This design comes from an exercise in tuning for small area, a short achievable clock period and few clock cycles on the open sky130 flow, not from production work.
Only simulation tests tie the RTL to the original design; equivalence was not proved.

==> flow/design.v (outline; a module is shown in full before it is edited, if it fits) <==
// module Bicubic: 377 lines
// module cubic_kernel: 1021 lines
// module tmul: 445 lines
// module kfa: 4 lines
// module kha: 4 lines
module Bicubic #(parameter fraction_bits = 15)
(
input CLK,
input RST,
input enable,
input [7:0] input_data,
output logic [13:0] iaddr,
output logic ird,
output logic we,
output logic [13:0] waddr,
output logic [7:0] output_data,
input [6:0] V0,
input [6:0] H0,
input [4:0] SW,
input [4:0] SH,
input [5:0] TW,
input [5:0] TH,
output logic DONE
);
  // ...
==> flow/flow/run.sh <==
#!/bin/bash
# The standard layout (standard.sh), except that the ports are buffered with a
# plain buffer cell instead of the default delay cell.  The make output goes
# to standard.log; each ORFS step also keeps its own log under orfs/logs/.
set -euo pipefail
export BUFFER_PORTS_ARGS="-buffer_cell sky130_fd_sc_hd__buf_2"
bash standard.sh > standard.log 2>&1
==> flow/standard.sh <==
#!/bin/bash
# synth_recipe.tcl (not shown) runs the flow's synth.tcl, then flattens the netlist and writes it again
# the make line also repeats each setting of config.mk as NAME=value (left out here)
make -C /OpenROAD-flow-scripts/flow DESIGN_CONFIG=/design/flow/config.mk WORK_HOME=/design/flow/orfs CLKGATE_MAP_FILE= SYNTH_SCRIPT=/design/flow/synth_recipe.tcl "${@:-finish}"
==> flow/config.mk <==
export PLATFORM = sky130hd
export DESIGN_NAME = Bicubic
export DESIGN_NICKNAME = Bicubic
export VERILOG_FILES = /design/flow/design.v
export SDC_FILE = /design/flow/constraint.sdc
export NUM_CORES = 4
export LEC_CHECK = 0
export CAP_MARGIN = 20
export CORE_MARGIN = 2
export CORE_UTILIZATION = 40
export SLEW_MARGIN = 20
export SYNTH_HIERARCHICAL = 1
export SYNTH_MINIMUM_KEEP_SIZE = 0
==> flow/constraint.sdc <==
create_clock -name core_clock -period 55.0 [get_ports {CLK}]
set_input_delay 11.0000 -clock core_clock [delete_from_list [all_inputs] [get_ports {CLK}]]
set_output_delay 11.0000 -clock core_clock [all_outputs]
set_load 0.01 [all_outputs]
==> results by group, run 1 <==
Floorplanning
  • # IOs: 86
  • Die ar.: ~150,000 um^2

STA
  • Slew Viols, Final: 0
  • Tmin final: 13.20 ns
  • Max Clock Skew: 0.0264 ns
  • Setup WS post-layout: roughly 42 ns
  • Final number of hold-violating endpoints: 0

Critical path
  • Setup Crit Path Kind: reg2reg
  • RR Endpoint: nH[0][6]
  • CP required: 55.35 ns
  • Crit path DAT: between 10 and 15 ns
  • Most frequent CP cell: fa_1
  • Setup crit start kind: register
  • R2R setup slack: 41.80 ns
  • Buf/Inv on CP: 3

Clock network
  • Sink Count: 775
  • TritonCTS clock tree: built

Run status
  • Outcome: complete, no violations

Route
  • Average wire per standard cell: 23.2 um
  • Routed vias: slightly below 40,000
  • DRC: 0

Global route
  • GR Overflow Total: 0
  • Grt peak-use layer: met2

Layout
  • Top cell category: multi-input combinational cells
  • Fillers: between 10,000 and 15,000
  • # clk buffers: 100
  • Final #Nets: 6,051
  • Layout cells sized above 1: 0.110
  • ANT cells: 1
  • Logic inverters: 258
  • Multi-input combinational area share: 0.556
  • Area grow syn2layout: 8.90%
  • Multi-In Gates: 3,702

Placed design
  • Placed cell area: between 60,000 and 70,000 um^2
  • DP Cell Count: about 6,900

Yosys
  • Synthesized instance count: 4,940
Testbench counts, summed over its fixed seeds: cycles 87,406.
==> run 2: changes to the inputs <==
==> flow/run.sh (new file) <==
#!/bin/bash
# synth_recipe.tcl (not shown) runs the flow's synth.tcl, then flattens the netlist and writes it again
# the make line also repeats each setting of config.mk as NAME=value (left out here)
make -C /OpenROAD-flow-scripts/flow DESIGN_CONFIG=/design/flow/config.mk WORK_HOME=/design/flow/orfs CLKGATE_MAP_FILE= SYNTH_SCRIPT=/design/flow/synth_recipe.tcl finish
removed: flow/flow/run.sh
removed: flow/standard.sh
==> results by group, run 2 <==
Floorplanning
  • Core area: 150,000 um^2
  • # IOs: 86 (unchanged)
  • Starting Density: 0.404
  • Die ar.: 155,000 um^2 (unchanged)
  • Num rows: 142
  • Die X-Extent: just under 400 um
  • Chip Height: approximately 400 um

Clock network
  • PostCTS Resize Cnt: 0
  • TritonCTS clock tree: built
  • CTS max path bufs: 3
  • H-tree Lvls: 3
  • Hold_buf cts: 0
  • Sink Count: 775 (unchanged)
  • Root Buffer Master: clkbuf_16
  • Post-CTS Setup Inserts: 0
  • TritonCTS Buffers: 78
  • Clk pin slew, worst setup/hold paths: 0.06 ns
  • Clk latency of the worst-skew pair: 0.67 ns

Layout
  • Cell area after layout: ~66,000 um^2
  • Area grow syn2layout: 9.51%
  • Most common cell after layout, fill and taps aside: fa_1
  • Layout cells sized above 1: 0.0916 (-0.0181)
  • Post-route insts no fill: between 7,000 and 8,000
  • Final #Nets: 6,050 (-0.017%)
  • Most frequent cells in the layout: 715 x fa_1, 707 x and2_1, 660 x edfxtp_1

STA
  • Max Clock Skew: 0.0295 ns (+0.00319 ns)
  • Fmax: approximately 74 MHz
  • Slew Viols, Final: 0 (unchanged)
  • Setup violations, final: 0
  • Setup_tns: 0 ns
  • Unrepaired setup endpoints after global routing: false
  • Slew margin rel.: 0.230
  • Final Hold Slack: 0.328 ns
  • Final number of hold-violating endpoints: 0 (unchanged)
  • Final Cycle Share: 0.245
  • Setup WS post-layout: 41.51 ns (-0.286 ns)
  • Tmin final: 13.49 ns (+0.286 ns)
  • Worst-margin pin slew: around 1.1 ns

Job
  • Number of max-cap violations: 0

Yosys
  • Synthesized cell area: 60,600 um^2
  • YS warnings: 9
  • Synthesized instance count: 4,940 (unchanged)
  • Avg Cell Area, Syn: approximately 12 um^2

Run status
  • Outcome: complete, no violations

Critical path
  • CP max stage cell: edfxtp_1
  • Crit path max fanout: 34
  • Worst setup EP type: register
  • Most frequent CP cell: fa_1
  • CP required: 55.37 ns (+0.02 ns)
  • Crit path DAT: 13.86 ns (+0.30 ns)
  • Setup Crit Path Kind: reg2reg
  • Setup crit start kind: register
  • Crit-path max cell delay: about 0.84 ns

Global route
  • GR Overflow Total: 0 (unchanged)
  • Vias in the first global route: roughly 41,000
  • First-pass GRT wire length: between 200 and 250 mm
  • Largest net degree at the start of global routing: 55
  • Initial antenna violation count: 12
  • Total GRT Usage: 0.209

Placed design
  • Placed cell area: 63,900 um^2 (+0.72%)
  • Final estimated routing congestion in global placement: 0.879
  • Pre-CTS WS: 41.54 ns
  • DP Cell Count: 6,905 (+0.043%)
  • IO Port Bufs: 85
  • DP HPWL: 120 mm

Route
  • Iteration-0 DRC Markers: ~2,600
  • Antenna-violating nets left: 0
  • WL final: 161 mm
  • DRC: 0 (unchanged)
  • Average wire per standard cell: 22.8 um (-1.6%)
  • Via/cell ratio: 5.45
  • DRT Pass-1 Iters: 5
  • Routed vias: 38,500 (+0.075%)

Hold path
  • Hold Crit Class: reg2reg
-- run 2: metrics by stage --
| stage | util |
|---|---|
| final | 0.442 |
| after global routing | 0.442 |
| after CTS | 0.442 |
| after detailed placement | 0.426 |
| after global placement | 0.426 |
| after floorplan | - |
-- run 2: worst paths after layout --
check | from | endpoint | slack, ns | cells past startpoint
max in group asynchronous | RST | dcnt[0] | 43.58 | 2
hold / removal | tg1_last | tg2_last | 0.33 | 0
hold reg to reg | tg1_last | tg2_last | 0.33 | 0
min in group asynchronous | RST | fe_st[1] | 10.87 | 2
setup reg to reg | oc | nH[0][5] | 41.51 | 35
setup / recovery | oc | nH[0][5] | 41.51 | 35
-- run 2: cell type report --
| type | instances | area [um^2] |
|---|---|---|
| Fill cell | 13800 | 83700 |
| Antenna cell | 3 | 7.51 |
| Inverter | 258 | 970 |
| Timing Repair Buffer | 154 | 1370 |
| Sequential cell | 775 | 22300 |
| Multi-Input combinational cell | 3702 | 36800 |
| Tap cell | 2016 | 2520 |
| Clock inverter | 42 | 380 |
| Clock buffer | 102 | 2080 |
-- run 2: metal layers --
layer / share of wire / up-vias / global-route usage
met3: 0.053 / 257 / 0.0243
met4: 0.033 / 4 / 0.0758
met5: 0.00014 / - / 0
li1: - / 17100 / -
met2: 0.48 / 1121 / 0.349
met1: 0.43 / 19900 / 0.282
-- run 2: worst max-delay path: cells and delay by family (launching register included) --
family / cells / cell delay, ns
DFF: 1 / 0.84
AOI/OAI and AO/OA: 13 / 3.57
adders and majority gates: 12 / 5.40
muxes: 2 / 0.59
and+or+nand+nor: 4 / 1.85
buffers and inverters: 4 / 0.86
==> module Bicubic, before the edit <==
module Bicubic #(parameter fraction_bits = 15)
(
input CLK,
input RST,
input enable,
input [7:0] input_data,
output logic [13:0] iaddr,
output logic ird,
output logic we,
output logic [13:0] waddr,
output logic [7:0] output_data,
input [6:0] V0,
input [6:0] H0,
input [4:0] SW,
input [4:0] SH,
input [5:0] TW,
input [5:0] TH,
output logic DONE
);
localparam JS_IDLE = 2'd0, JS_DIV = 2'd1, JS_RUN = 2'd2;
reg [1:0] js;
reg [3:0] dcnt;
reg [5:0] rTW, rTW1, rTH1, rRows;    
reg [6:0] rH0, rV0m1;
reg [6:0] remx, remy;
reg [15:0] qx, qy;
wire eqS = qy[15];                   
wire [6:0] dvx = (dcnt == 0) ? remx : {remx[5:0], 1'b0};
wire [6:0] dvy = (dcnt == 0) ? remy : {remy[5:0], 1'b0};
wire [7:0] dsx = {1'b0, dvx} - {2'b0, rTW1};
wire [7:0] dsy = {1'b0, dvy} - {2'b0, rTH1};
wire start_run = (js == JS_DIV) && (dcnt == 4'd15);
always @(posedge CLK or posedge RST) begin
    if (RST) begin
        js <= JS_IDLE;
        dcnt <= 0;
    end else begin
        case (js)
            JS_IDLE: if (enable) begin js <= JS_DIV; dcnt <= 0; end
            JS_DIV: begin
                dcnt <= dcnt + 1'b1;
                if (dcnt == 4'd15) js <= JS_RUN;
            end
            default: ;
        endcase
    end
end
always @(posedge CLK) begin
    if (js == JS_IDLE) begin
        rTW <= TW;
        rTW1 <= TW - 1'b1;
        rTH1 <= TH - 1'b1;
        rRows <= {1'b0, SH} + 6'd2;
        rH0 <= H0;
        rV0m1 <= V0 - 1'b1;
        remx <= {2'b0, SW - 1'b1};
        remy <= {2'b0, SH - 1'b1};
    end else if (js == JS_DIV) begin
        if (!dsx[7]) begin remx <= dsx[6:0]; qx <= {qx[14:0], 1'b1}; end
        else begin remx <= dvx; qx <= {qx[14:0], 1'b0}; end
        if (!dsy[7]) begin remy <= dsy[6:0]; qy <= {qy[14:0], 1'b1}; end
        else begin remy <= dvy; qy <= {qy[14:0], 1'b0}; end
    end
end
reg [19:0] QX; reg [5:0] RX;
wire [6:0] rxs = {1'b0, RX} + {1'b0, remx[5:0]};
wire [7:0] rxd = {1'b0, rxs} - {2'b0, rTW1};
wire       rxc = !rxd[7];
wire [19:0] QXn = QX + {4'b0, qx} + rxc;
wire [5:0] RXn = rxc ? rxd[5:0] : rxs[5:0];
reg [19:0] QY; reg [5:0] RY;
reg [5:0] jp;
wire [6:0] rys = {1'b0, RY} + {1'b0, remy[5:0]};
wire [7:0] ryd = {1'b0, rys} - {2'b0, rTH1};
wire       ryc = !ryd[7];
wire [19:0] QYn = QY + {4'b0, qy} + ryc;
wire [5:0] RYn = ryc ? ryd[5:0] : rys[5:0];
reg tu_busy, tu_own;                 
reg [15:0] tu_tmp;
wire cs_req, pr_req, tu_rel;
wire tu_gcs = !tu_busy && cs_req;
wire tu_gpr = !tu_busy && !cs_req && pr_req;
wire [14:0] tu_fr = (tu_busy ? tu_own : tu_gcs) ? QX[14:0] : QY[14:0];
wire [15:0] tu_ma = tu_busy ? tu_tmp : {1'b0, tu_fr};
wire [30:0] tu_p;
tmul u_tmul(.a(tu_ma), .b(tu_fr), .p(tu_p));
wire [15:0] tu_t3 = tu_p[30:15];
always @(posedge CLK or posedge RST) begin
    if (RST) tu_busy <= 0;
    else if (tu_gcs || tu_gpr) tu_busy <= 1;
    else if (tu_busy && (tu_own || tu_rel)) tu_busy <= 0;
end
always @(posedge CLK) begin
    if (tu_gcs || tu_gpr) begin
        tu_tmp <= tu_p[29:14];
        tu_own <= tu_gcs;
    end
end
reg [6:0]  bX0 [0:1];                
reg        bdx [0:1];                
reg        bv1 [0:1];                
reg [14:0] bf  [0:1][0:1];           
reg [15:0] bt2 [0:1][0:1];
reg [15:0] bt3 [0:1][0:1];
reg [1:0]  bfull;
localparam CS_OFF = 2'd0, CS_COL = 2'd1, CS_WT = 2'd2, CS_FIN = 2'd3;
reg [1:0] cs_st;
reg cs_b, cs_c;
reg [5:0] cs_i;
wire cs_valid = cs_i < rTW;
wire cs_xf = |QX[14:10];
wire [6:0] cs_X = rH0 + {2'b0, QX[19:15]};
assign cs_req = (cs_st == CS_COL) && !bfull[cs_b] && cs_valid && cs_xf;
wire cs_colgo = (cs_st == CS_COL) && !bfull[cs_b] && (!(cs_valid && cs_xf) || tu_gcs);
wire cs_coldone = cs_colgo && !(cs_valid && cs_xf) || (cs_st == CS_WT);
wire fe_freebank;                    
wire fe_fb_cur;
always @(posedge CLK or posedge RST) begin
    if (RST) begin
        cs_st <= CS_OFF;
        bfull <= 2'b00;
    end else begin
        if (start_run) begin
            cs_st <= CS_COL;
            bfull <= 2'b00;
        end else begin
            case (cs_st)
                CS_COL: if (cs_colgo && cs_valid && cs_xf) cs_st <= CS_WT;
                        else if (cs_colgo && cs_c) cs_st <= CS_FIN;
                CS_WT:  cs_st <= cs_c ? CS_FIN : CS_COL;
                CS_FIN: cs_st <= cs_valid ? CS_COL : CS_OFF;
                default: ;
            endcase
            if (cs_st == CS_FIN) bfull[cs_b] <= 1'b1;
            if (fe_freebank) bfull[fe_fb_cur] <= 1'b0;
        end
    end
end
always @(posedge CLK) begin
    if (start_run) begin
        cs_b <= 0; cs_c <= 0; cs_i <= 0;
        QX <= 0; RX <= 0;
    end else begin
        if (cs_st == CS_COL && cs_colgo) begin
            if (!cs_c) bX0[cs_b] <= cs_X;
            else begin
                bdx[cs_b] <= cs_X != bX0[cs_b];
                bv1[cs_b] <= cs_valid;
            end
            bf[cs_b][cs_c] <= cs_xf ? QX[14:0] : 15'd0;
            if (!(cs_valid && cs_xf)) begin
                bt2[cs_b][cs_c] <= 0;
                bt3[cs_b][cs_c] <= 0;
            end
        end
        if (cs_st == CS_WT) begin
            bt2[cs_b][cs_c] <= tu_tmp;
            bt3[cs_b][cs_c] <= tu_t3;
        end
        if (cs_coldone) begin
            QX <= QXn; RX <= RXn;
            cs_i <= cs_i + 1'b1;
            cs_c <= ~cs_c;
        end
        if (cs_st == CS_FIN) cs_b <= ~cs_b;
    end
end
localparam FE_OFF = 2'd0, FE_GRP = 2'd1, FE_ROW = 2'd2;
reg [1:0] fe_st;
reg fb;
reg [2:0] slot;
reg [5:0] rr;
reg [13:0] rowaddr;
reg [2:0] pend;
wire oe_pop;
assign fe_fb_cur = tg3_bank;
wire col1v = bv1[fb];
wire samex = !bdx[fb];
wire [13:0] grprow = ({7'b0, bX0[fb]} * 14'd100) - 14'd100 + {7'b0, rV0m1};
wire row_start = (fe_st == FE_ROW) && (slot == 0) && (!pend[2] || oe_pop);
wire slot_act = (fe_st == FE_ROW) && ((slot != 0) || row_start);
wire last_slot = slot_act && ((slot == 3'd4) || (slot == 3'd3 && !col1v));
wire s_read = slot_act && !(slot == 3'd4 && samex);
wire s_fire = slot_act && (slot == 3'd3 || slot == 3'd4);
wire lastrow = (rr == rRows);
reg tg1_sh, tg1_fire, tg1_c, tg1_alt, tg1_last, tg1_free, tg1_bank;
reg tg2_sh, tg2_fire, tg2_c, tg2_alt, tg2_last, tg2_free, tg2_bank;
reg tg3_fire, tg3_c, tg3_alt, tg3_last, tg3_free, tg3_bank, tg3_xf;
always @(posedge CLK or posedge RST) begin
    if (RST) begin
        fe_st <= FE_OFF;
        pend <= 0;
        ird <= 0;
        tg1_sh <= 0; tg1_fire <= 0; tg2_sh <= 0; tg2_fire <= 0; tg3_fire <= 0;
    end else begin
        if (start_run) begin
            fe_st <= FE_GRP;
            pend <= 0;
        end else begin
            case (fe_st)
                FE_GRP: if (bfull[fb]) fe_st <= FE_ROW;
                FE_ROW: if (last_slot && lastrow) fe_st <= FE_GRP;
                default: ;
            endcase
            pend <= pend + row_start - oe_pop;
        end
        ird <= s_read;
        tg1_sh <= s_read;
        tg1_fire <= s_fire;
        tg2_sh <= tg1_sh;
        tg2_fire <= tg1_fire;
        tg3_fire <= tg2_fire;
    end
end
always @(posedge CLK) begin
    if (start_run) fb <= 0;
    if (fe_st == FE_GRP && bfull[fb]) begin
        rowaddr <= grprow;
        rr <= 0;
        slot <= 0;
    end
    if (slot_act) begin
        if (s_read) iaddr <= ((slot == 0) ? rowaddr : iaddr + 14'd100);
        slot <= last_slot ? 3'd0 : slot + 1'b1;
        if (last_slot) begin
            rowaddr <= rowaddr + 1'b1;
            rr <= rr + 1'b1;
            if (lastrow) fb <= ~fb;
        end
    end
    tg1_c <= (slot == 3'd4);
    tg1_alt <= eqS && (rr == 6'd4);
    tg1_last <= last_slot;
    tg1_free <= last_slot && lastrow;
    tg1_bank <= fb;
    tg2_c <= tg1_c; tg2_alt <= tg1_alt; tg2_last <= tg1_last;
    tg2_free <= tg1_free; tg2_bank <= tg1_bank;
    tg3_c <= tg2_c; tg3_alt <= tg2_alt; tg3_last <= tg2_last;
    tg3_free <= tg2_free; tg3_bank <= tg2_bank;
    tg3_xf <= |bf[tg2_bank][tg2_c][14:10];
end
reg [7:0] sr [0:3];
always @(posedge CLK) begin
    if (tg2_sh) begin
        sr[0] <= sr[1]; sr[1] <= sr[2]; sr[2] <= sr[3]; sr[3] <= input_data;
    end
end
wire fire = tg3_fire;
assign fe_freebank = fire && tg3_free;
reg [7:0] nH [0:3][0:1];             
reg [7:0] nA [0:3][0:1];
reg       nX [0:3][0:1];
reg [3:0] nvalid;
reg [1:0] wptr, rptr;
reg [7:0] W [0:1][0:3];              
reg oe_on, pr_on, rv, need_pop, oc, gfirst;
reg [2:0] initcnt;
reg [5:0] oi0;
reg [14:0] rf; reg [15:0] rt2, rt3;
reg rstep, rlast, rj0;
reg d1;
wire g_yf = |QY[14:10];
wire g_last = (jp == rTH1);
wire g_step = !g_last && (QYn[19:15] != QY[19:15]);
wire g_tready = tu_busy && !tu_own;
assign pr_req = pr_on && g_yf && !tu_busy;
wire pvalid = pr_on && (!g_yf || g_tready);
wire olastc = ({1'b0, oi0} + 7'd1) < {1'b0, rTW};
reg ryf;                             
wire fxf = tg3_xf;
wire fire_k = fire && fxf;           
wire issue = oe_on && rv && !(fire_k && ryf);
wire last_issue = issue && (oc == olastc);
wire grp_end = last_issue && rlast;
wire all_end = grp_end && (({1'b0, oi0} + 7'd2) >= {1'b0, rTW});
wire head_v = nvalid[rptr];
wire step_now = last_issue && rstep;
wire pop_step = head_v && (need_pop || step_now);
wire pop_init = oe_on && head_v && (initcnt != 0) && !rv;
assign oe_pop = pop_step || pop_init;
wire need_pop_after = (need_pop || step_now) && !pop_step;
wire [2:0] initcnt_after = grp_end ? (all_end ? 3'd0 : 3'd4) : (initcnt - pop_init);
wire oe_load = oe_on && pvalid && (!rv || last_issue) && !need_pop_after &&
               (initcnt_after == 0) && !grp_end;
assign tu_rel = oe_load || cs_req;
always @(posedge CLK or posedge RST) begin
    if (RST) begin
        oe_on <= 0; pr_on <= 0; rv <= 0; need_pop <= 0; initcnt <= 0;
        nvalid <= 0; wptr <= 0; rptr <= 0;
        d1 <= 0; DONE <= 0;
    end else begin
        if (start_run) begin
            oe_on <= 1; pr_on <= 1; rv <= 0; need_pop <= 0; initcnt <= 3'd4;
            nvalid <= 0; wptr <= 0; rptr <= 0;
        end else begin
            if (all_end) begin oe_on <= 0; pr_on <= 0; end
            initcnt <= initcnt_after;
            need_pop <= need_pop_after;
            if (oe_load) rv <= 1;
            else if (last_issue) rv <= 0;
            if (oe_pop) begin
                nvalid[rptr] <= 1'b0;
                rptr <= rptr + 1'b1;
            end
            if (fire && tg3_last) begin
                nvalid[wptr] <= 1'b1;
                wptr <= wptr + 1'b1;
            end
        end
        d1 <= all_end;
        if (d1) DONE <= 1'b1;
    end
end
integer c;
always @(posedge CLK) begin
    if (start_run) begin
        oi0 <= 0; oc <= 0; gfirst <= 1;
        QY <= 0; RY <= 0; jp <= 0;
    end
    if (issue) begin
        oc <= last_issue ? 1'b0 : ~oc;
        gfirst <= 0;
    end
    if (grp_end) begin
        oi0 <= oi0 + 6'd2;
        gfirst <= 1;
    end
    if (oe_load) begin
        rf <= g_yf ? QY[14:0] : 15'd0;
        ryf <= g_yf;
        rt2 <= g_yf ? tu_tmp : 16'd0;
        rt3 <= g_yf ? tu_t3 : 16'd0;
        rstep <= g_step; rlast <= g_last; rj0 <= (jp == 0);
        if (g_last) begin QY <= 0; RY <= 0; jp <= 0; end
        else begin QY <= QYn; RY <= RYn; jp <= jp + 1'b1; end
    end
    if (oe_pop) begin
        for (c = 0; c < 2; c = c + 1) begin
            W[c][0] <= W[c][1];
            W[c][1] <= W[c][2];
            W[c][2] <= W[c][3];
            if (pop_init)
                W[c][3] <= nH[rptr][c];
            else if (nX[rptr][c])
                W[c][3] <= ryf ? nH[rptr][c] : nA[rptr][c];
            else
                W[c][3] <= rj0 ? W[c][3] : nH[rptr][c];
        end
    end
end
wire [7:0] kp0 = fire_k ? sr[0] : W[oc][0];
wire [7:0] kp1 = fire_k ? sr[1] : W[oc][1];
wire [7:0] kp2 = fire_k ? sr[2] : W[oc][2];
wire [7:0] kp3 = fire_k ? sr[3] : W[oc][3];
wire [14:0] kf = fire_k ? bf[tg3_bank][tg3_c] : rf;
wire [15:0] kt2 = fire_k ? bt2[tg3_bank][tg3_c] : rt2;
wire [15:0] kt3 = fire_k ? bt3[tg3_bank][tg3_c] : rt3;
wire [7:0] kres;
cubic_kernel u_kernel(.pm1(kp0), .p0(kp1), .p1(kp2), .p2(kp3), .f(kf), .t2(kt2), .t3(kt3), .q(kres));
always @(posedge CLK or posedge RST) begin
    if (RST) we <= 0;
    else we <= issue;
end
always @(posedge CLK) begin
    if (issue) begin
        output_data <= ryf ? kres : W[oc][1];
        waddr <= gfirst ? {8'b0, oi0} :
                 oc ? waddr + 1'b1 :
                 waddr + {8'b0, rTW} - {13'b0, olastc};
    end
    if (fire) begin
        nH[wptr][tg3_c] <= fxf ? kres : sr[1];
        nA[wptr][tg3_c] <= tg3_alt ? sr[2] : sr[0];
        nX[wptr][tg3_c] <= fxf;
    end
end
endmodule
==> run 3: changes to the inputs <==
--- a/flow/design.v
+++ b/flow/design.v
@@ -96,96 +96,99 @@
         tu_own <= tu_gcs;
     end
 end
-reg [6:0]  bX0 [0:1];                
-reg        bdx [0:1];                
-reg        bv1 [0:1];                
-reg [14:0] bf  [0:1][0:1];           
-reg [15:0] bt2 [0:1][0:1];
-reg [15:0] bt3 [0:1][0:1];
-reg [1:0]  bfull;
-localparam CS_OFF = 2'd0, CS_COL = 2'd1, CS_WT = 2'd2, CS_FIN = 2'd3;
+reg [14:0] bf  [0:1];                
+reg [15:0] bt2 [0:1];
+reg [15:0] bt3 [0:1];
+reg [1:0]  cf;                       
+reg [1:0]  bw;                       
+reg        fe_lat;                   
+localparam CS_OFF = 2'd0, CS_COL = 2'd1, CS_WT = 2'd2;
 reg [1:0] cs_st;
-reg cs_b, cs_c;
+reg cs_c;
 reg [5:0] cs_i;
 wire cs_valid = cs_i < rTW;
 wire cs_xf = |QX[14:10];
 wire [6:0] cs_X = rH0 + {2'b0, QX[19:15]};
-assign cs_req = (cs_st == CS_COL) && !bfull[cs_b] && cs_valid && cs_xf;
-wire cs_colgo = (cs_st == CS_COL) && !bfull[cs_b] && (!(cs_valid && cs_xf) || tu_gcs);
+wire [6:0] cs_Xn = rH0 + {2'b0, QXn[19:15]};
+wire cs_ok = (cs_st == CS_COL) && fe_lat && cf[cs_c];
+assign cs_req = cs_ok && cs_valid && cs_xf;
+wire cs_colgo = cs_ok && (!(cs_valid && cs_xf) || tu_gcs);
 wire cs_coldone = cs_colgo && !(cs_valid && cs_xf) || (cs_st == CS_WT);
-wire fe_freebank;                    
-wire fe_fb_cur;
+wire fe_take;                        
+wire col_free;                       
 always @(posedge CLK or posedge RST) begin
     if (RST) begin
         cs_st <= CS_OFF;
-        bfull <= 2'b00;
+        cf <= 2'b00;
+        bw <= 2'b00;
+        fe_lat <= 0;
     end else begin
         if (start_run) begin
             cs_st <= CS_COL;
-            bfull <= 2'b00;
+            cf <= 2'b11;
+            bw <= 2'b00;
+            fe_lat <= 0;
         end else begin
             case (cs_st)
                 CS_COL: if (cs_colgo && cs_valid && cs_xf) cs_st <= CS_WT;
-                        else if (cs_colgo && cs_c) cs_st <= CS_FIN;
-                CS_WT:  cs_st <= cs_c ? CS_FIN : CS_COL;
-                CS_FIN: cs_st <= cs_valid ? CS_COL : CS_OFF;
+                CS_WT:  cs_st <= CS_COL;
                 default: ;
             endcase
-            if (cs_st == CS_FIN) bfull[cs_b] <= 1'b1;
-            if (fe_freebank) bfull[fe_fb_cur] <= 1'b0;
+            if (fe_take) begin
+                fe_lat <= 1'b1;
+                bw <= 2'b00;
+            end else if (cs_coldone) begin
+                bw[cs_c] <= 1'b1;
+                if (cs_c) fe_lat <= 1'b0;
+            end
+            if (cs_coldone) cf[cs_c] <= 1'b0;
+            if (col_free) cf[tg3_c] <= 1'b1;
         end
     end
 end
 always @(posedge CLK) begin
     if (start_run) begin
-        cs_b <= 0; cs_c <= 0; cs_i <= 0;
+        cs_c <= 0; cs_i <= 0;
         QX <= 0; RX <= 0;
     end else begin
         if (cs_st == CS_COL && cs_colgo) begin
-            if (!cs_c) bX0[cs_b] <= cs_X;
-            else begin
-                bdx[cs_b] <= cs_X != bX0[cs_b];
-                bv1[cs_b] <= cs_valid;
-            end
-            bf[cs_b][cs_c] <= cs_xf ? QX[14:0] : 15'd0;
+            bf[cs_c] <= cs_xf ? QX[14:0] : 15'd0;
             if (!(cs_valid && cs_xf)) begin
-                bt2[cs_b][cs_c] <= 0;
-                bt3[cs_b][cs_c] <= 0;
+                bt2[cs_c] <= 0;
+                bt3[cs_c] <= 0;
             end
         end
         if (cs_st == CS_WT) begin
-            bt2[cs_b][cs_c] <= tu_tmp;
-            bt3[cs_b][cs_c] <= tu_t3;
+            bt2[cs_c] <= tu_tmp;
+            bt3[cs_c] <= tu_t3;
         end
         if (cs_coldone) begin
             QX <= QXn; RX <= RXn;
             cs_i <= cs_i + 1'b1;
             cs_c <= ~cs_c;
         end
-        if (cs_st == CS_FIN) cs_b <= ~cs_b;
     end
 end
 localparam FE_OFF = 2'd0, FE_GRP = 2'd1, FE_ROW = 2'd2;
 reg [1:0] fe_st;
-reg fb;
 reg [2:0] slot;
 reg [5:0] rr;
 reg [13:0] rowaddr;
 reg [2:0] pend;
+reg col1v, samex;
 wire oe_pop;
-assign fe_fb_cur = tg3_bank;
-wire col1v = bv1[fb];
-wire samex = !bdx[fb];
-wire [13:0] grprow = ({7'b0, bX0[fb]} * 14'd100) - 14'd100 + {7'b0, rV0m1};
+assign fe_take = (fe_st == FE_GRP) && (cs_st == CS_COL) && !cs_c && !fe_lat && cs_valid;
+wire [13:0] grprow = ({7'b0, cs_X} * 14'd100) - 14'd100 + {7'b0, rV0m1};
 wire row_start = (fe_st == FE_ROW) && (slot == 0) && (!pend[2] || oe_pop);
-wire slot_act = (fe_st == FE_ROW) && ((slot != 0) || row_start);
+wire slot_act = (fe_st == FE_ROW) && ((slot != 0) || row_start) &&
+                !(slot == 3'd3 && !bw[0]) && !(slot == 3'd4 && !bw[1]);
 wire last_slot = slot_act && ((slot == 3'd4) || (slot == 3'd3 && !col1v));
 wire s_read = slot_act && !(slot == 3'd4 && samex);
 wire s_fire = slot_act && (slot == 3'd3 || slot == 3'd4);
 wire lastrow = (rr == rRows);
-reg tg1_sh, tg1_fire, tg1_c, tg1_alt, tg1_last, tg1_free, tg1_bank;
-reg tg2_sh, tg2_fire, tg2_c, tg2_alt, tg2_last, tg2_free, tg2_bank;
-reg tg3_fire, tg3_c, tg3_alt, tg3_last, tg3_free, tg3_bank, tg3_xf;
+reg tg1_sh, tg1_fire, tg1_c, tg1_alt, tg1_last, tg1_free;
+reg tg2_sh, tg2_fire, tg2_c, tg2_alt, tg2_last, tg2_free;
+reg tg3_fire, tg3_c, tg3_alt, tg3_last, tg3_free, tg3_xf;
 always @(posedge CLK or posedge RST) begin
     if (RST) begin
         fe_st <= FE_OFF;
@@ -198,7 +201,7 @@
             pend <= 0;
         end else begin
             case (fe_st)
-                FE_GRP: if (bfull[fb]) fe_st <= FE_ROW;
+                FE_GRP: if (fe_take) fe_st <= FE_ROW;
                 FE_ROW: if (last_slot && lastrow) fe_st <= FE_GRP;
                 default: ;
             endcase
@@ -213,9 +216,10 @@
     end
 end
 always @(posedge CLK) begin
-    if (start_run) fb <= 0;
-    if (fe_st == FE_GRP && bfull[fb]) begin
+    if (fe_take) begin
         rowaddr <= grprow;
+        samex <= cs_Xn == cs_X;
+        col1v <= (cs_i + 1'b1) < rTW;
         rr <= 0;
         slot <= 0;
     end
@@ -225,19 +229,17 @@
         if (last_slot) begin
             rowaddr <= rowaddr + 1'b1;
             rr <= rr + 1'b1;
-            if (lastrow) fb <= ~fb;
         end
     end
     tg1_c <= (slot == 3'd4);
     tg1_alt <= eqS && (rr == 6'd4);
     tg1_last <= last_slot;
-    tg1_free <= last_slot && lastrow;
-    tg1_bank <= fb;
+    tg1_free <= lastrow;
     tg2_c <= tg1_c; tg2_alt <= tg1_alt; tg2_last <= tg1_last;
-    tg2_free <= tg1_free; tg2_bank <= tg1_bank;
+    tg2_free <= tg1_free;
     tg3_c <= tg2_c; tg3_alt <= tg2_alt; tg3_last <= tg2_last;
-    tg3_free <= tg2_free; tg3_bank <= tg2_bank;
-    tg3_xf <= |bf[tg2_bank][tg2_c][14:10];
+    tg3_free <= tg2_free;
+    tg3_xf <= |bf[tg2_c][14:10];
 end
 reg [7:0] sr [0:3];
 always @(posedge CLK) begin
@@ -246,7 +248,7 @@
     end
 end
 wire fire = tg3_fire;
-assign fe_freebank = fire && tg3_free;
+assign col_free = fire && tg3_free;
 reg [7:0] nH [0:3][0:1];             
 reg [7:0] nA [0:3][0:1];
 reg       nX [0:3][0:1];
@@ -352,9 +354,9 @@
 wire [7:0] kp1 = fire_k ? sr[1] : W[oc][1];
 wire [7:0] kp2 = fire_k ? sr[2] : W[oc][2];
 wire [7:0] kp3 = fire_k ? sr[3] : W[oc][3];
-wire [14:0] kf = fire_k ? bf[tg3_bank][tg3_c] : rf;
-wire [15:0] kt2 = fire_k ? bt2[tg3_bank][tg3_c] : rt2;
-wire [15:0] kt3 = fire_k ? bt3[tg3_bank][tg3_c] : rt3;
+wire [14:0] kf = fire_k ? bf[tg3_c] : rf;
+wire [15:0] kt2 = fire_k ? bt2[tg3_c] : rt2;
+wire [15:0] kt3 = fire_k ? bt3[tg3_c] : rt3;
 wire [7:0] kres;
 cubic_kernel u_kernel(.pm1(kp0), .p0(kp1), .p1(kp2), .p2(kp3), .f(kf), .t2(kt2), .t3(kt3), .q(kres));
 always @(posedge CLK or posedge RST) begin
--- a/flow/config.mk
+++ b/flow/config.mk
@@ -5,6 +5,7 @@
 export SDC_FILE = /design/flow/constraint.sdc
 export NUM_CORES = 4
 export LEC_CHECK = 0
+export ABC_CLOCK_PERIOD_IN_PS = 8000
 export CAP_MARGIN = 20
 export CORE_MARGIN = 2
 export CORE_UTILIZATION = 40
==> results by group, run 3 <==
Run status
  • Outcome: complete, no violations

Hold path
  • Worst Hold Path Cells: 0 (unchanged)
  • WHS Endpoint: tg3_free
  • Hold Crit Class: reg2reg
  • Hold path start: tg2_free

Critical path
  • Most frequent CP cell: fa_1
  • CP required: 55.35 ns (-0.02 ns)
  • R2R setup slack: 41.53 ns (+0.02 ns)
  • Worst setup EP type: register
  • CP max stage cell: edfxtp_1
  • Setup crit start kind: register
  • Worst R2R Start: oc
  • Setup Crit Path Kind: reg2reg
  • Critical path startpoint: oc
  • Crit path max fanout: 29 (-15%)
  • Reg2reg path depth: 35 (unchanged)
  • RR Endpoint: nH[1][1]
  • Crit-path max cell delay: 0.84 ns (about the same)
  • Crit path DAT: 13.82 ns (-0.04 ns)

Clock network
  • PostCTS Resize Cnt: 0 (unchanged)
  • Root Buffer Master: clkbuf_16
  • H-tree Lvls: 3 (unchanged)
  • Hold_buf cts: 0 (unchanged)
  • Clk pin slew, worst setup/hold paths: 0.06 ns (about the same)
  • TritonCTS clock tree: built
  • TritonCTS Buffers: 72 (-7.7%)
  • Post-CTS Setup Inserts: 0 (unchanged)
  • Sink Count: 662 (-15%)
  • Clk latency of the worst-skew pair: 0.65 ns (-0.02 ns)
  • CTS max path bufs: 3 (unchanged)

Layout
  • Layout cells sized above 1: 0.0817 (-0.00988)
  • Most common cell after layout, fill and taps aside: fa_1
  • Post-route insts no fill: 6,870 (-2.6%)
  • Final #Nets: 6,026 (-0.40%)
  • Area grow syn2layout: 10.4%
  • Largest registers: W: 64 flops, nA: 64 flops, nH: 64 flops
  • Most frequent cells in the layout: 716 x fa_1, 663 x and2_1, 550 x edfxtp_1

STA
  • Slew Viols, Final: 0 (unchanged)
  • Final Cycle Share: 0.245 (-0.000276)
  • Worst-margin pin slew: 1.27 ns (+0.127 ns)
  • Slew margin rel.: 0.143 (-0.0876)
  • Setup WS post-layout: 41.53 ns (+0.0152 ns)
  • Final number of hold-violating endpoints: 0 (unchanged)
  • Fmax: 74.2 MHz (+0.11%)
  • Final Hold Slack: 0.326 ns (-0.00210 ns)
  • Tmin final: 13.47 ns (-0.0152 ns)
  • Max Clock Skew: 0.0324 ns (+0.00287 ns)
  • Setup_tns: 0 ns (unchanged)
  • Unrepaired setup endpoints after global routing: false
  • Setup violations, final: 0 (unchanged)

Route
  • WL final: 152 mm (-6.0%)
  • DRC: 0 (unchanged)
  • Routed vias: 36,800 (-4.4%)
  • Iteration-0 DRC Markers: 2,536 (-3.9%)
  • Average wire per standard cell: 22.1 um (-3.5%)
  • DRT Pass-1 Iters: 5 (unchanged)
  • Antenna-violating nets left: 0 (unchanged)
  • Via/cell ratio: 5.35 (-1.9%)

Placed design
  • DP Cell Count: 6,736 (-2.4%)
  • Final estimated routing congestion in global placement: 0.877 (-0.19%)
  • IO Port Bufs: 85 (unchanged)
  • DP HPWL: 113 mm (-5.3%)
  • Pre-CTS WS: 41.70 ns (+0.158 ns)

Yosys
  • Synthesized cell area: 56,600 um^2 (-6.7%)
  • Synthesized instance count: 4,852 (-1.8%)
  • YS warnings: 9 (unchanged)
  • Avg Cell Area, Syn: 11.7 um^2 (-5.0%)

Job
  • Number of max-cap violations: 0 (unchanged)

Global route
  • First-pass GRT wire length: 236 mm (-5.3%)
  • Initial antenna violation count: 7 (-5)
  • GR Overflow Total: 0 (unchanged)
  • Total GRT Usage: 0.212 (+0.00253)
  • Vias in the first global route: 39,100 (-4.8%)
  • Largest net degree at the start of global routing: 82 (+49%)

Floorplanning
  • # IOs: 86 (unchanged)
  • Starting Density: 0.404 (+0.000458)
  • Die ar.: 144,000 um^2 (-6.7%)
  • Core area: 140,000 um^2 (-6.8%)
  • Die X-Extent: 380 um (-3.4%)
  • Chip Height: 380 um (-3.4%)
  • Num rows: 137 (-3.5%)
==> run 3: worst max-delay path: cells and delay by family, from the launching register on <==
kind,cells,cell delay [ns]
AOI/OAI and AO/OA,10,2.57
xor gates and xnor gates,1,0.08
adders and majority gates,12,5.45
buffers and inverters,4,1.19
DFF,1,0.84
muxes,2,0.68
and+or+nand+nor,6,2.26
==> run 3: worst max path at each step <==
stage | to | slack [ns] | depth (start not counted)
floorplan | DONE | 43.05 | 1
global placement | nH[0][1] | 41.91 | 36
detailed placement | nH[0][1] | 41.70 | 35
CTS | nH[1][1] | 41.62 | 35
global route | nH[1][1] | 40.80 | 35
finish | nH[1][1] | 41.53 | 35
==> run 3: per-stage QoR <==
stage	utilization	area, um^2
CTS	0.446	62400
global route	0.446	62400
finish	0.446	62400
detailed placement	0.429	60000
global placement	0.429	60000
floorplan	-	56600
==> run 3: area by class of cell <==
cell class	count	area, um^2
fill	13100	77400
clock inverter	41	418
tap	1876	2350
timing repair buffer	206	1760
clock buffer	92	2000
antenna	1	2.50
sequential	662	19000
multi-input combinational	3730	36000
inverter	262	983
==> run 3: routing by layer <==
metal | track usage | share of wire
met1 | 0.292 | 0.45
met2 | 0.348 | 0.47
met3 | 0.0219 | 0.044
met4 | 0.0750 | 0.035
met5 | 0 | 0
Testbench counts of run 3, summed over its fixed seeds: cycles 87,930.
==> run 4: changes to the inputs <==
--- a/flow/config.mk
+++ b/flow/config.mk
@@ -5,7 +5,6 @@
 export SDC_FILE = /design/flow/constraint.sdc
 export NUM_CORES = 4
 export LEC_CHECK = 0
-export ABC_CLOCK_PERIOD_IN_PS = 8000
 export CAP_MARGIN = 20
 export CORE_MARGIN = 2
 export CORE_UTILIZATION = 40
==> results by group, run 4 <==
Layout
  • Largest registers: W: 64 flops, nA: 64 flops, nH: 64 flops
  • Layout cells sized above 1: 0.0817 (unchanged)
  • Area of the multi-input gates: 36,000 um^2 (unchanged)
  • Most frequent cells in the layout: 716 x fa_1, 663 x and2_1, 550 x edfxtp_1
  • Fillers: 13,100 (unchanged)
  • Register area: 19,000 um^2 (unchanged)
  • Final #Nets: 6,026 (unchanged)
  • Area grow syn2layout: 10.4% (unchanged)
  • Most common cell after layout, fill and taps aside: fa_1
  • Util after Layout: 0.446 (unchanged)

Critical path
  • Most frequent CP cell: fa_1
  • Crit path DAT: 13.82 ns (about the same)
  • Worst setup EP type: register
  • Setup crit start kind: register
  • Crit-path max cell delay: 0.84 ns (about the same)
  • Critical path's top delay family: adder cells
  • Worst R2R Start: oc
  • CP required: 55.35 ns (about the same)
  • Buf/Inv on CP: 4 (unchanged)
  • CP max stage cell: edfxtp_1
  • Crit path max fanout: 29 (unchanged)
  • Critical path startpoint: oc
  • Setup Crit Path Kind: reg2reg

Route
  • Iteration-0 DRC Markers: 2,536 (unchanged)
  • Via/cell ratio: 5.35 (unchanged)
  • DRT Pass-1 Iters: 5 (unchanged)
  • Antenna-violating nets left: 0 (unchanged)
  • Routed vias: 36,800 (unchanged)
  • DRC: 0 (unchanged)
  • WL final: 152 mm (unchanged)
  • Average wire per standard cell: 22.1 um (unchanged)

Clock network
  • TritonCTS Buffers: 72 (unchanged)
  • CTS max path bufs: 3 (unchanged)
  • PostCTS Resize Cnt: 0 (unchanged)
  • Clk pin slew, worst setup/hold paths: 0.06 ns (about the same)
  • Clk latency of the worst-skew pair: 0.65 ns (about the same)
  • Post-CTS Setup Inserts: 0 (unchanged)
  • H-tree Lvls: 3 (unchanged)
  • Sink Count: 662 (unchanged)
  • TritonCTS clock tree: built
  • Hold_buf cts: 0 (unchanged)
  • Root Buffer Master: clkbuf_16

STA
  • Final number of hold-violating endpoints: 0 (unchanged)
  • Setup violations, final: 0 (unchanged)
  • Fmax: 74.2 MHz (unchanged)
  • Setup_tns: 0 ns (unchanged)
  • Unrepaired setup endpoints after global routing: false
  • Slew Viols, Final: 0 (unchanged)
  • Final Cycle Share: 0.245 (unchanged)
  • Max Clock Skew: 0.0324 ns (unchanged)
  • Worst-margin pin slew: 1.27 ns (unchanged)
  • Slew margin rel.: 0.143 (unchanged)
  • Tmin final: 13.47 ns (unchanged)

Yosys
  • Synthesized instance count: 4,852 (unchanged)
  • YS warnings: 9 (unchanged)
  • Synthesized cell area: 56,600 um^2 (unchanged)
  • Avg Cell Area, Syn: 11.7 um^2 (unchanged)

Hold path
  • Hold path start: tg2_free
  • Hold Crit Class: reg2reg

Floorplanning
  • # IOs: 86 (unchanged)
  • Starting Density: 0.404 (unchanged)
  • Die ar.: 144,000 um^2 (unchanged)
  • Core area: 140,000 um^2 (unchanged)
  • Die X-Extent: 380 um (unchanged)
  • Num rows: 137 (unchanged)
  • Chip Height: 380 um (unchanged)

Placed design
  • IO Port Bufs: 85 (unchanged)
  • Final estimated routing congestion in global placement: 0.877 (unchanged)
  • DP HPWL: 113 mm (unchanged)

Job
  • Number of max-cap violations: 0 (unchanged)

Global route
  • Total GRT Usage: 0.212 (unchanged)
  • First-pass GRT wire length: 236 mm (unchanged)
  • Initial antenna violation count: 7 (unchanged)
  • GR Overflow Total: 0 (unchanged)
  • Largest net degree at the start of global routing: 82 (unchanged)
  • Vias in the first global route: 39,100 (unchanged)

Run status
  • Outcome: complete, no violations
run 4: per-layer routing:
layer / vias to the layer above / track usage / routed length, um
met4: 0 / 0.0750 / 5310
li1: 16600 / - / -
met3: 230 / 0.0219 / 6680
met5: - / 0 / 0
met1: 19000 / 0.292 / 68000
met2: 925 / 0.348 / 71600
run 4: final cells by class:
class	instances	share of cell area
diodes	1	0.0000401
clock buffers	92	0.0321
clock inverters	41	0.00669
inverters	262	0.0158
multi-input cells	3730	0.576
flip-flops and latches	662	0.304
well taps	1876	0.0376
repair buffers	206	0.0282
run 4: worst paths after layout:
path                                  to  slack (ns)  cells after the start
worst max-delay path            nH[1][1]       41.53                     35
worst min-delay path            tg3_free        0.33                      0
worst max register to register  nH[1][1]       41.53                     35
worst min register to register  tg3_free        0.33                      0
max in group asynchronous         tg2_sh       43.60                      3
min in group asynchronous          js[1]       10.90                      3
run 4: through the flow:
stage	hold slack (ns)	cell area, um^2	setup WS (ns)	cells
CTS	0.326	62400	41.62	6869
floorplan	0.310	56600	43.05	4864
detailed placement	0.315	60000	41.70	6736
finish	0.326	62400	41.53	6870
global placement	0.315	60000	41.91	6736
global route	0.329	62400	40.80	6869
run 4: worst reg2reg max path, delay by kind of cell (launching register included):
| kind | cells | cell delay [ns] |
|---|---|---|
| adders and majority gates | 12 | 5.46 |
| AOI/OAI and AO/OA | 10 | 2.58 |
| and+or+nand+nor | 6 | 2.28 |
| buffers and inverters | 4 | 1.20 |
| DFF | 1 | 0.84 |
| muxes | 2 | 0.73 |
| xor gates and xnor gates | 1 | 0.08 |
==> run 5: changes to the inputs <==
--- a/flow/design.v
+++ b/flow/design.v
@@ -269,9 +269,7 @@
 wire pvalid = pr_on && (!g_yf || g_tready);
 wire olastc = ({1'b0, oi0} + 7'd1) < {1'b0, rTW};
 reg ryf;                             
-wire fxf = tg3_xf;
-wire fire_k = fire && fxf;           
-wire issue = oe_on && rv && !(fire_k && ryf);
+wire issue = oe_on && rv && !fire;
 wire last_issue = issue && (oc == olastc);
 wire grp_end = last_issue && rlast;
 wire all_end = grp_end && (({1'b0, oi0} + 7'd2) >= {1'b0, rTW});
@@ -350,13 +348,13 @@
         end
     end
 end
-wire [7:0] kp0 = fire_k ? sr[0] : W[oc][0];
-wire [7:0] kp1 = fire_k ? sr[1] : W[oc][1];
-wire [7:0] kp2 = fire_k ? sr[2] : W[oc][2];
-wire [7:0] kp3 = fire_k ? sr[3] : W[oc][3];
-wire [14:0] kf = fire_k ? bf[tg3_c] : rf;
-wire [15:0] kt2 = fire_k ? bt2[tg3_c] : rt2;
-wire [15:0] kt3 = fire_k ? bt3[tg3_c] : rt3;
+wire [7:0] kp0 = fire ? sr[0] : W[oc][0];
+wire [7:0] kp1 = fire ? sr[1] : W[oc][1];
+wire [7:0] kp2 = fire ? sr[2] : W[oc][2];
+wire [7:0] kp3 = fire ? sr[3] : W[oc][3];
+wire [14:0] kf = fire ? bf[tg3_c] : rf;
+wire [15:0] kt2 = fire ? bt2[tg3_c] : rt2;
+wire [15:0] kt3 = fire ? bt3[tg3_c] : rt3;
 wire [7:0] kres;
 cubic_kernel u_kernel(.pm1(kp0), .p0(kp1), .p1(kp2), .p2(kp3), .f(kf), .t2(kt2), .t3(kt3), .q(kres));
 always @(posedge CLK or posedge RST) begin
@@ -365,15 +363,15 @@
 end
 always @(posedge CLK) begin
     if (issue) begin
-        output_data <= ryf ? kres : W[oc][1];
+        output_data <= kres;
         waddr <= gfirst ? {8'b0, oi0} :
                  oc ? waddr + 1'b1 :
                  waddr + {8'b0, rTW} - {13'b0, olastc};
     end
     if (fire) begin
-        nH[wptr][tg3_c] <= fxf ? kres : sr[1];
+        nH[wptr][tg3_c] <= kres;
         nA[wptr][tg3_c] <= tg3_alt ? sr[2] : sr[0];
-        nX[wptr][tg3_c] <= fxf;
+        nX[wptr][tg3_c] <= tg3_xf;
     end
 end
 endmodule
==> results by group, run 5 <==
Critical path
  • Most frequent CP cell: fa_1
  • RR Endpoint: nH[0][6]
  • Buf/Inv on CP: 4 (unchanged)
  • Setup crit start kind: register
  • Setup Crit Path Kind: reg2reg
  • Crit path max fanout: 36 (+24%)
  • CP max stage cell: nor4_2
  • R2R setup slack: 41.27 ns (-0.26 ns)
  • Critical path's top delay family: adder cells
  • Worst setup EP type: register
  • Crit-path max cell delay: 0.78 ns (-0.06 ns)
  • Worst R2R Start: oc
  • Reg2reg path depth: 34 (-2.9%)
  • Crit path DAT: 14.06 ns (+0.24 ns)
  • CP required: 55.33 ns (-0.02 ns)

Hold path
  • Hold path start: tg1_c
  • Worst Hold Path Cells: 0 (unchanged)
  • WHS Endpoint: tg2_c
  • Hold Crit Class: reg2reg

Yosys
  • YS warnings: 9 (unchanged)
  • Synthesized instance count: 4,857 (+0.10%)
  • Synthesized cell area: 56,500 um^2 (about the same)
  • Avg Cell Area, Syn: 11.6 um^2 (-0.16%)

Layout
  • Final #Nets: 6,022 (-0.066%)
  • Post-route insts no fill: 6,870 (unchanged)
  • Most common cell after layout, fill and taps aside: and2_1
  • Layout cells sized above 1: 0.0767 (-0.00501)
  • Largest registers: W: 64 flops, nA: 64 flops, nH: 64 flops
  • Area grow syn2layout: 10.5% (about the same)
  • Most frequent cells in the layout: 734 x and2_1, 716 x fa_1, 550 x edfxtp_1

Route
  • DRT Pass-1 Iters: 5 (unchanged)
  • Antenna-violating nets left: 0 (unchanged)
  • Routed vias: 36,900 (+0.49%)
  • Average wire per standard cell: 21.9 um (-0.48%)
  • Via/cell ratio: 5.38 (+0.49%)
  • WL final: 151 mm (-0.48%)
  • Iteration-0 DRC Markers: 2,783 (+9.7%)
  • DRC: 0 (unchanged)

Clock network
  • Clk pin slew, worst setup/hold paths: 0.06 ns (about the same)
  • PostCTS Resize Cnt: 0 (unchanged)
  • Post-CTS Setup Inserts: 0 (unchanged)
  • Hold_buf cts: 0 (unchanged)
  • H-tree Lvls: 3 (unchanged)
  • TritonCTS Buffers: 75 (+4.2%)
  • CTS max path bufs: 3 (unchanged)
  • Sink Count: 662 (unchanged)
  • TritonCTS clock tree: built
  • Root Buffer Master: clkbuf_16
  • Clk latency of the worst-skew pair: 0.67 ns (+0.02 ns)

Job
  • Number of max-cap violations: 0 (unchanged)

Floorplanning
  • # IOs: 86 (unchanged)
  • Die ar.: 144,000 um^2 (about the same)
  • Core area: 140,000 um^2 (unchanged)
  • Chip Height: 380 um (about the same)
  • Starting Density: 0.404 (about the same)
  • Num rows: 137 (unchanged)
  • Die X-Extent: 380 um (about the same)

Global route
  • GR met3 Demand/Resource: 0.0265 (+0.00461)
  • Grt peak-use layer: met2
  • Vias in the first global route: 38,800 (-0.65%)
  • Met1 Usage GRT: 0.294 (+0.00171)
  • Total GRT Usage: 0.210 (-0.00150)
  • GR Overflow Total: 0 (unchanged)
  • Initial antenna violation count: 5 (-2)
  • Global routing met2 resource utilization: 0.345 (-0.00226)
  • Largest net degree at the start of global routing: 73 (-11%)
  • First-pass GRT wire length: 234 mm (-1.1%)

Run status
  • Outcome: complete, no violations

STA
  • Unrepaired setup endpoints after global routing: false
  • Slew margin rel.: 0.211 (+0.0689)
  • Max Clock Skew: 0.0447 ns (+0.0123 ns)
  • Fmax: 72.8 MHz (-1.9%)
  • Setup_tns: 0 ns (unchanged)
  • Worst-margin pin slew: 1.18 ns (-0.0899 ns)
  • Final Hold Slack: 0.334 ns (+0.00793 ns)
  • Final number of hold-violating endpoints: 0 (unchanged)
  • Tmin final: 13.73 ns (+0.259 ns)
  • Setup violations, final: 0 (unchanged)
  • Slew Viols, Final: 0 (unchanged)
  • Setup WS post-layout: 41.27 ns (-0.259 ns)
  • Final Cycle Share: 0.250 (+0.00470)

Placed design
  • DP Cell Count: 6,726 (-0.15%)
  • Pre-CTS WS: 41.36 ns (-0.339 ns)
  • Final estimated routing congestion in global placement: 0.892 (+1.7%)
  • IO Port Bufs: 85 (unchanged)
  • DP HPWL: 112 mm (-1.7%)
## run 5: changes by cell type in the layout (fill, tap and decap cells not counted), sizes merged, moves of 23 or more
| cell | change |
|---|---|
| and3 | -24 |
| and2 | +70 |
| mux2 | -23 |
| nor2b | -47 |
| a21oi | +54 |
| nand2 | -57 |
## run 5: layout make-up
| cell class | count | area, um^2 |
|---|---|---|
| Antenna cell | 1 | 2.50 |
| Clock buffer | 112 | 2110 |
| Clock inverter | 28 | 373 |
| Fill cell | 13000 | 77400 |
| Inverter | 270 | 1020 |
| Multi-Input combinational cell | 3726 | 35900 |
| Sequential cell | 662 | 19000 |
| Tap cell | 1876 | 2350 |
| Timing Repair Buffer | 195 | 1730 |
## run 5: worst max-delay path by stage
stage           from        endpoint  slack, ns  cells past startpoint
3_5_place_dp      oc        nH[1][6]      41.36                     34
3_3_place_gp      oc        nH[5][6]      41.63                     34
2_1_floorplan  SH[1]         remy[3]      42.93                      7
5_1_grt           oc  output_data[6]      40.51                     34
4_1_cts           oc  output_data[6]      41.30                     34
6_report          oc        nH[0][6]      41.27                     34
## run 5: metrics by stage
stage          cell area, um^2   util
5_1_grt                  62400  0.446
6_report                 62500  0.446
4_1_cts                  62400  0.446
2_1_floorplan            56600      -
3_3_place_gp             59800  0.428
3_5_place_dp             59900  0.428
## run 5: worst register-to-register path, delay by kind of cell (launching register included)
kind                     cells  cell delay, ns
AO/OA/AOI/OAI               11            3.70
adder cells (fa/ha/maj)     12            5.57
buffers and inverters        4            0.89
flip-flops                   1            0.76
multiplexers                 1            0.25
AND/OR/NAND/NOR              6            2.23
## run 5: per-layer routing
layer,vias up,wire (um)
li1,16700,-
met1,19100,68000
met2,958,71800
met3,191,7460
met4,0,3530
met5,-,0
Testbench counts of run 5, summed over its fixed seeds: cycles 89,565.

[re-timing with driven ports]
The flow's constraints put no driver on any port. The routed layouts listed below were extracted and timed again, unchanged, in two steps.
Step 1 sets driving cells, clkbuf_16 on the clock port and buf_2 on the other inputs (assumed; they add their load-dependent delay and slew).
Step 2, shift: input delay + t, output delay - t, t = (earliest + latest rising clock arrival at the registers) / 2. This alone moves slack from input paths to output paths.
Slacks: no drivers / after step 1 / after step 2; pairs: no drivers / after step 1.
| run | t, ns | setup WS [ns] | worst setup path at the end | clock arrival spread, ns | pins driven straight from the clock port |
|---|---|---|---|---|---|
| run 1 | 0.710 | 41.797 / 41.797 / 41.797 | register to register | 0.028 / 0.027 | 1 |
| run 2 | 0.718 | 41.511 / 41.511 / 41.511 | register to register | 0.030 / 0.031 | 1 |
| run 3 | 0.701 | 41.526 / 41.526 / 41.526 | register to register | 0.032 / 0.032 | 1 |
| run 4 | 0.701 | 41.526 / 41.526 / 41.526 | register to register | 0.032 / 0.032 | 1 |
| run 5 | 0.722 | 41.267 / 41.267 / 41.267 | register to register | 0.046 / 0.045 | 1 |
After both steps setup and hold are still met in every run listed.
